This design comes from an exercise in tuning for small area on the open sky130 flow, not from production work.
In this exercise RTL edits were held to simulation tests only and were not proved equivalent to the original.
Power and IR drop assume default switching activity.

`flow/config.mk`:
```
export PLATFORM = sky130hd
export DESIGN_NAME = uart
export DESIGN_NICKNAME = uart
export VERILOG_FILES = /design/flow/design.v
export SDC_FILE = /design/flow/constraint.sdc
export NUM_CORES = 4
export LEC_CHECK = 0
export CAP_MARGIN = 20
export CORE_MARGIN = 2
export CORE_UTILIZATION = 40
export SLEW_MARGIN = 20
```
`flow/constraint.sdc`:
```
create_clock -name core_clock -period 20.0 [get_ports {clk}]
set_input_delay 4.0000 -clock core_clock [delete_from_list [all_inputs] [get_ports {clk}]]
set_output_delay 4.0000 -clock core_clock [all_outputs]
set_load 0.01 [all_outputs]
```
`flow/design.v`:
```
module uart_rx #(
    parameter CLK_FREQ      = 50_000_000    ,
    parameter BAUD_RATE     = 9600          ,
    parameter DATA_WIDTH    = 8             ,
    parameter PARITY        = 0             ,    
    parameter STOP_BIT      = 1                  
)(
    input   logic                   clk             ,
    input   logic                   rst             ,
    output  logic [DATA_WIDTH-1:0]  m_axis_tdata    ,
    output  logic                   m_axis_tvalid   ,
    input   logic                   m_axis_tready   ,
    output  logic                   frame_error     ,        
    output  logic                   parity_error    ,        
    input   logic                   rx_wire         
);
    localparam BIT_PERIOD = CLK_FREQ / BAUD_RATE;
    logic   [$clog2(BIT_PERIOD)-1:0]                    baud_cnt        ;
    logic   [$clog2(DATA_WIDTH+STOP_BIT+2)-1:0]         bit_cnt         ;
    logic                                               rx_wire_d0      ;
    logic                                               rx_wire_d1      ;
    logic                                               rx_flag         ;         
    wire                                                rx_wire_negedge ;
    assign rx_wire_negedge = ~rx_wire_d0 & rx_wire_d1; 
    always_ff @(posedge clk or posedge rst) begin
        if (rst) begin
           rx_wire_d0   <=  '0;
           rx_wire_d1   <=  '0;
        end
        else begin
            rx_wire_d0  <=  rx_wire;
            rx_wire_d1  <=  rx_wire_d0;
        end
    end
    always_ff @( posedge clk or posedge rst ) begin
        if (rst) begin
            rx_flag <=  1'b0;
        end
        else begin
            rx_flag <=  rx_wire_negedge? 1'b1 :
                        m_axis_tvalid?   1'b0 : rx_flag;         
        end 
    end
    always_ff @( posedge clk or posedge rst ) begin : baud_cnt_logic 
        if (rst) begin
            baud_cnt <= '0;
        end
        else if (rx_flag) begin
            baud_cnt <= (baud_cnt == BIT_PERIOD-1) ? '0 : baud_cnt + 1;
        end
        else begin
            baud_cnt <= '0;
        end
    end
    always_ff @( posedge clk or posedge rst ) begin : bit_cnt_logic
        if (rst) begin
            bit_cnt <= '0;
        end
        else if (rx_flag) begin
            bit_cnt <= (baud_cnt == BIT_PERIOD-1) ? bit_cnt + 1 : bit_cnt;
        end
        else begin
            bit_cnt <= '0;
        end
    end
    logic   [DATA_WIDTH:0]  rx_data;
    always_ff @( posedge clk or posedge rst ) begin
        if (rst) begin
           rx_data  <= '0; 
        end
        else begin
            rx_data[DATA_WIDTH]     <= (baud_cnt == BIT_PERIOD/2 - 1)? rx_wire : rx_data[DATA_WIDTH];
            rx_data[DATA_WIDTH-1:0] <= (baud_cnt == BIT_PERIOD/2 - 1)? rx_data[DATA_WIDTH:1] : rx_data[DATA_WIDTH-1:0];
        end
    end
    logic [DATA_WIDTH-1:0] uart_rx_data;
    logic [STOP_BIT:0] bit_data;             
    always_ff @( posedge clk or posedge rst ) begin
        if (rst) begin
            uart_rx_data <= '0;
            bit_data <= '0;
        end  
        else begin
            uart_rx_data <= (bit_cnt == DATA_WIDTH )&&(baud_cnt == BIT_PERIOD/2)? rx_data[DATA_WIDTH:1] : uart_rx_data;
            for (int i=0; i < STOP_BIT + 1;i++) begin
                bit_data[i] <= (bit_cnt == DATA_WIDTH + 1 +i) && (baud_cnt == BIT_PERIOD/2 - 1)? rx_wire : bit_data[i];   
            end
        end
    end
    always_comb begin
        if ( ( bit_cnt == DATA_WIDTH + STOP_BIT + PARITY[0] + PARITY[1]) && ( baud_cnt == BIT_PERIOD/2 ) ) begin         
            if (PARITY == 1) begin
                parity_error = ^uart_rx_data == bit_data[0];
                frame_error  = bit_data[STOP_BIT:1] != {STOP_BIT{1'b1}} ? 1'b1 : 1'b0;
            end
            else if (PARITY == 2) begin
                parity_error = ~^uart_rx_data == bit_data[0];
                frame_error  = bit_data[STOP_BIT:1] != {STOP_BIT{1'b1}} ? 1'b1 : 1'b0;
            end
            else begin
                parity_error = 1'b0;
                frame_error  = bit_data[STOP_BIT-1:0] != {STOP_BIT{1'b1}} ? 1'b1 : 1'b0;
            end
            m_axis_tdata = uart_rx_data;
            m_axis_tvalid = 1'b1;
        end
        else begin
            frame_error   = 1'b0;
            parity_error  = 1'b0;
            m_axis_tvalid = 1'b0;
            m_axis_tdata  = '0;
        end
    end
endmodule
module uart_tx #(
    parameter CLK_FREQ      = 50_000_000    ,
    parameter BAUD_RATE     = 9600          ,
    parameter DATA_WIDTH    = 8             ,
    parameter PARITY        = 0             ,    
    parameter STOP_BIT      = 1                  
)(
    input   logic                   clk             ,
    input   logic                   rst             ,
    input   logic [DATA_WIDTH-1:0]  s_axis_tdata    ,
    input   logic                   s_axis_tvalid   ,
    output  logic                   s_axis_tready   ,
    output  logic                   tx_wire         
);
    localparam BIT_PERIOD = CLK_FREQ / BAUD_RATE;
    logic   [$clog2(BIT_PERIOD)-1:0]                                        baud_cnt    ;
    logic   [$clog2(DATA_WIDTH+STOP_BIT+2)-1:0]                             bit_cnt     ;             
    logic   [DATA_WIDTH+STOP_BIT+PARITY[0]+PARITY[1]:0]                     tx_data     ;             
    logic                                                                   tx_finish   ;
    wire                                                                    parity_bit_data = ^s_axis_tdata;
    wire    [STOP_BIT-1:0]                                                  stop_bit_data = '1;
    assign tx_finish = (bit_cnt == DATA_WIDTH + STOP_BIT + PARITY[0] + PARITY[1])&&(baud_cnt == BIT_PERIOD - 1) ? 1'b1 : 1'b0;   
    always_ff @( posedge clk or posedge rst ) begin
        if (rst) begin
           s_axis_tready    <=  1'b1; 
           tx_data          <=  '0;
        end
        else if (s_axis_tvalid&&s_axis_tready) begin        
            s_axis_tready   <=  1'b0;
            if (PARITY == 1) begin  
                tx_data <= {stop_bit_data,~parity_bit_data,s_axis_tdata,1'b0};               
            end
            else if (PARITY == 2) begin 
                tx_data <= {stop_bit_data,parity_bit_data,s_axis_tdata,1'b0};              
            end
            else begin 
                tx_data <= {stop_bit_data,s_axis_tdata,1'b0};              
            end
        end
        else begin
            s_axis_tready   <=  tx_finish?     1'b1 : s_axis_tready;    
            tx_data         <=  (baud_cnt == BIT_PERIOD - 1)?   tx_data >> 1 : tx_data;
        end
    end
    always_ff @( posedge clk or posedge rst ) begin : baud_cnt_logic 
        if (rst) begin
            baud_cnt <= '0;
        end
        else if (!s_axis_tready) begin
            baud_cnt <= (baud_cnt == BIT_PERIOD-1) ? '0 : baud_cnt + 1;
        end
        else begin
            baud_cnt <= '0;
        end
    end
    always_ff @( posedge clk or posedge rst ) begin : bit_cnt_logic
        if (rst) begin
            bit_cnt <= '0;
        end
        else if (!s_axis_tready) begin
            bit_cnt <= (baud_cnt == BIT_PERIOD-1) ? bit_cnt + 1 : bit_cnt;
        end
        else begin
            bit_cnt <= '0;
        end
    end
    always_comb begin : send_data
        tx_wire = s_axis_tready? 1'b1 : tx_data[0];
    end
endmodule
module uart #(
    parameter CLK_FREQ      = 50_000_000    ,
    parameter BAUD_RATE     = 115200        ,
    parameter DATA_WIDTH    = 8             ,
    parameter PARITY        = 2             ,    
    parameter STOP_BIT      = 1                  
)(
    input   logic                   clk             ,
    input   logic                   rst             ,
    input   logic [DATA_WIDTH-1:0]  s_axis_tdata    ,
    input   logic                   s_axis_tvalid   ,
    output  logic                   s_axis_tready   ,
    output  logic [DATA_WIDTH-1:0]  m_axis_tdata    ,
    output  logic                   m_axis_tvalid   ,
    input   logic                   m_axis_tready   ,
    output  logic                   frame_error     ,        
    output  logic                   parity_error    ,        
    input   logic                   rx_wire         ,
    output  logic                   tx_wire         
);
    uart_rx #(
        .CLK_FREQ      (CLK_FREQ  ),
        .BAUD_RATE     (BAUD_RATE ),
        .DATA_WIDTH    (DATA_WIDTH),
        .PARITY        (PARITY    ),
        .STOP_BIT      (STOP_BIT  )   
    )u_uart_rx(
        .clk             ,
        .rst             ,
        .m_axis_tdata    ,
        .m_axis_tvalid   ,
        .m_axis_tready   ,
        .frame_error     ,
        .parity_error    ,
        .rx_wire         
    );
    uart_tx #(
        .CLK_FREQ      (CLK_FREQ  ),
        .BAUD_RATE     (BAUD_RATE ),
        .DATA_WIDTH    (DATA_WIDTH),    
        .PARITY        (PARITY    ),
        .STOP_BIT      (STOP_BIT  )   
    )u_uart_tx(
        .clk             ,
        .rst             ,
        .s_axis_tdata    ,
        .s_axis_tvalid   ,
        .s_axis_tready   ,
        .tx_wire         
    );
endmodule
```
`flow/run.sh`:
```
#!/bin/bash
# synth_recipe.tcl (not shown) runs the flow's synth.tcl, then flattens the netlist and writes it again
# the make line also repeats each setting of config.mk as NAME=value (left out here)
make -C /OpenROAD-flow-scripts/flow DESIGN_CONFIG=/design/flow/config.mk WORK_HOME=/design/flow/orfs CLKGATE_MAP_FILE= SYNTH_SCRIPT=/design/flow/synth_recipe.tcl finish
```
==> run summary <==
- Status: no timing/DRC/antenna violations
- RePlAce Congestion: 0.734
- Syn nets: 279
- Maxcap violations: 0
- Slew @ Worst Pin: 730 ps
- Total track usage: 0.138
- Post-synth design cell area: 0.00288 mm2
- Resized cells post-CTS: 0
- DRT iter0 DRCs: 62
- Post-synthesis cell type count: 36
- Drt total wl: 4.62 mm
- Layout cell share with drive strength beyond 1: 0.141
- Critical path class: reg -> out
- Reg power frac: 0.508
- Crit-path max FO: 12
- Wire per inst: 11.9 um
- Tmin final: 6690 ps
- Reg2reg path depth: 4
- Hold Path Sink: u_uart_rx.rx_wire_d1$_DFF_PP0_
- Die Width: 88.8 um
- Setup tns final: 0 ps
- Slew Viols, Final: 0
- Max Freq: 149 MHz
- CTS tree: built
- CTS H-tree depth: 3
- Reg2reg start: u_uart_tx.baud_cnt[3]$_DFF_PP0_
- Initial Utilization: 0.419
- P_leak: 1.57 nW
- Die height: 88.8 um
- Setup Fix Bufs, Post-CTS: 0
- First-pass GRT wire length: 8.26 mm
- Net Sw Frac: 0.297
- Hold_ws: 386 ps
- Final #Nets: 310
- 1st-pass router iterations: 5
- Register area share after synthesis: 0.514
- Gr ovfl total: 0
- Worst slew margin: 0.513
- Vias per cell: 4.64
- Main flop type after synthesis: dfrtp_1
- FF+latch count, synth: 59
- Yosys Warn Count: 2
- Antenna fix cells: 0
- Hold Crit Start: u_uart_rx.rx_wire_d0$_DFF_PP0_
- Reg-to-reg slack, setup: 17770 ps
- Cells after synthesis: 255
- Period utilization: 0.335
- Remaining DRCs: 0
- Crit-path slowest cell: clkdlybuf4s50_1
- CTS Buffer Depth: 2
- Initial antenna violation count: 0
- Layout area overhead: 18.9%
- Post-placement cell count: 371
- Combinational share of power: 0.148
- Delay-heaviest family, CP: simple AND/OR/NAND/NOR gates
- Worst Hold Class: reg -> reg
- Dpl hpwl: 3.13 mm
- Reg2Reg Capture Point: u_uart_tx.baud_cnt[3]$_DFF_PP0_
- Worst Setup Start Kind: flop
- Core footprint: 0.00687 mm2
- Synth async-reset ratio: 1.00
- CP Capture Type: output pin
- Largest cells by area after synthesis: dfrtp_1 50%, xnor2_1 7.3%, mux2_2 7.0%
- Fin. Hold Viols: 0
- Clk_skew: 13.3 ps
- CTS sink cnt: 59
- Die ar.: 0.00789 mm2
- Hold Path Cell Cnt: 0
- Area share of the largest cell type after synthesis: 0.505
- Hold Buf Count CTS: 0
- Clock latency on the worst-skew pair: 340 ps
- P per Cell Area: 92.3 mW/mm2
- Crit path largest cell delay: 540 ps
- EDFF count, synth: 0
- Non-Filler Instances: 387
- Largest net degree at the start of global routing: 60
- Setup WS pre-CTS: 13650 ps
- Routed Antenna Nets: 0
- WP buf/inv: 1
- Largest area contributor in the netlist: dfrtp_1
- Num ports: 26
- # setup viols final: 0
- RSZ-0062 raised after global routing: false
- Peak supply drop: 52.1 uV
- Num CTS Buffers: 9
- Net switching power: 93.6 uW
- Port buffer count: 24
- Fin worst setup slack: 13310 ps
- Clk network pwr share: 0.344
- Mapped Avg Cell Area: 11.3 um2
- Clk root buf: clkbuf_8
- Via count: 1797
- Rows: 30
- Required time worst endpoint: 16000 ps
- Worst-path cell chain: nand4b_1 -> nor4b_4 -> and4_1 -> and2_1 -> clkdlybuf4s50_1
- Clk slew on worst S/H paths: 80 ps
- CP arrival: 2690 ps
- Vias in the first global route: 1718
- Cell Int Power: 222 uW
==> worst reg2reg max path, stage by stage (launching register included) <==
cell,delay [ps]
dfrtp_1,430
nor4b_1,570
nand2_1,550
nand2b_1,460
nor2_1,90
==> final cells by class <==
class,instances,area (um2)
multi-input cells,179,1330
clock buffers,9,124
fillers,647,3450
repair buffers,25,248
flip-flops and latches,59,1480
clock inverters,7,76.3
inverters,12,45.0
well taps,96,120
==> routing by layer <==
layer	wire length, um	vias up	track usage
li1	-	921	-
met4	39	0	0.0620
met1	2380	845	0.192
met2	2010	27	0.193
met5	0	-	0
met3	188	4	0.0476
==> flip-flops by register name, indices dropped and copies added, names as in the netlist <==
| name | cells |
|---|---|
| u_uart_rx.rx_flag | 1 |
| u_uart_rx.rx_wire_d0 | 1 |
| u_uart_rx.bit_data | 2 |
| u_uart_rx.rx_data | 8 |
| u_uart_rx.bit_cnt | 4 |
| u_uart_rx.baud_cnt | 9 |
| u_uart_tx.s_axis_tready | 1 |
| u_uart_tx.bit_cnt | 4 |
| u_uart_tx.baud_cnt | 9 |
| u_uart_tx.tx_data | 11 |
| u_uart_rx.uart_rx_data | 8 |
| u_uart_rx.rx_wire_d1 | 1 |
==> power by group through the flow <==
stage	combinational, mW	sequential (mW)	clock (mW)
2_1_floorplan	0.0382	0.156	0
3_3_place_gp	0.0465	0.161	0
3_5_place_dp	0.0476	0.162	0
4_1_cts	0.0476	0.160	0.113
5_1_grt	0.0539	0.164	0.119
6_report	0.0465	0.160	0.109
==> placed cells by master, fill, tap and decap left out, drive strengths merged, types with 9 or more instances in the layout <==
cell type	count
clkbuf	9
inv	13
xnor2	24
dfrtp	58
ha	11
clkdlybuf4s50	24
mux2i	11
mux2	18
o21ai	11
nand2	16
nor2	30
and2	11
==> metrics by stage <==
stage          total power, mW  cell area [um2]   util
5_1_grt                  0.337             3420  0.498
3_5_place_dp             0.210             3220  0.469
6_report                 0.315             3420  0.498
4_1_cts                  0.321             3420  0.498
2_1_floorplan            0.195             2880      -
3_3_place_gp             0.208             3220  0.469
==> cells by family after synthesis <==
group / share of synthesized area
AO/OA/AOI/OAI: 0.0318
multiplexers: 0.109
XOR/XNOR: 0.105
flip-flops: 0.514
AND/OR/NAND/NOR: 0.168
buffers and inverters: 0.0244
adder cells (fa/ha/maj): 0.0478
==> cell usage after synthesis, types with 2 or more instances <==
master,count
and3_1,2
dfrtp_1,58
nor3_1,4
and2_1,11
nand2_1,15
nor2b_1,2
inv_1,12
buf_2,2
nor2_1,30
nand4b_1,2
xnor2_1,24
clkbuf_1,2
xor2_1,8
mux2_2,18
o21ai_0,10
a21oi_1,3
nand3_1,8
ha_1,11
nand4_1,3
and4_1,4
mux2i_1,11
==> worst max-delay path by stage <==
stage,from,end,slack [ps],cells past startpoint
2_1_floorplan,u_uart_rx.baud_cnt[5]$_DFF_PP0_,m_axis_tdata[0],14390,5
3_3_place_gp,u_uart_rx.baud_cnt[5]$_DFF_PP0_,m_axis_tdata[3],13670,5
5_1_grt,u_uart_rx.baud_cnt[5]$_DFF_PP0_,frame_error,13100,5
6_report,u_uart_rx.baud_cnt[5]$_DFF_PP0_,m_axis_tdata[2],13310,5
3_5_place_dp,u_uart_rx.baud_cnt[5]$_DFF_PP0_,m_axis_tdata[2],13650,5
4_1_cts,u_uart_rx.baud_cnt[5]$_DFF_PP0_,m_axis_tdata[2],13250,5

-- afterwards: timing with drivers on the ports --
In the flow no input, the clock included, has a driving cell. The finished layout below was timed again as built, in two steps. Step 1 assumes that a clkbuf_16 drives the clock port and a buf_2 every other input. Step 2 moves the port delays by t, midway between the first and last clock arrival at a register: inputs arrive t later, outputs are due t later. That takes back most of the time a late clock gives input paths. a / b / c = ideal ports / drivers / drivers and shift; a / b = the first two.
t (ns): 0.358
setup WS [ns]: 13.306 / 13.276 / 13.634
worst setup path after step 2: register to output
worst slew at a driven data input, ns: 0.04
cell pins on the clock port's net: 1
After both steps this run still meets setup and hold. The setup slack of this run moves by -0.030 ns with the drivers and by +0.328 ns with both steps.
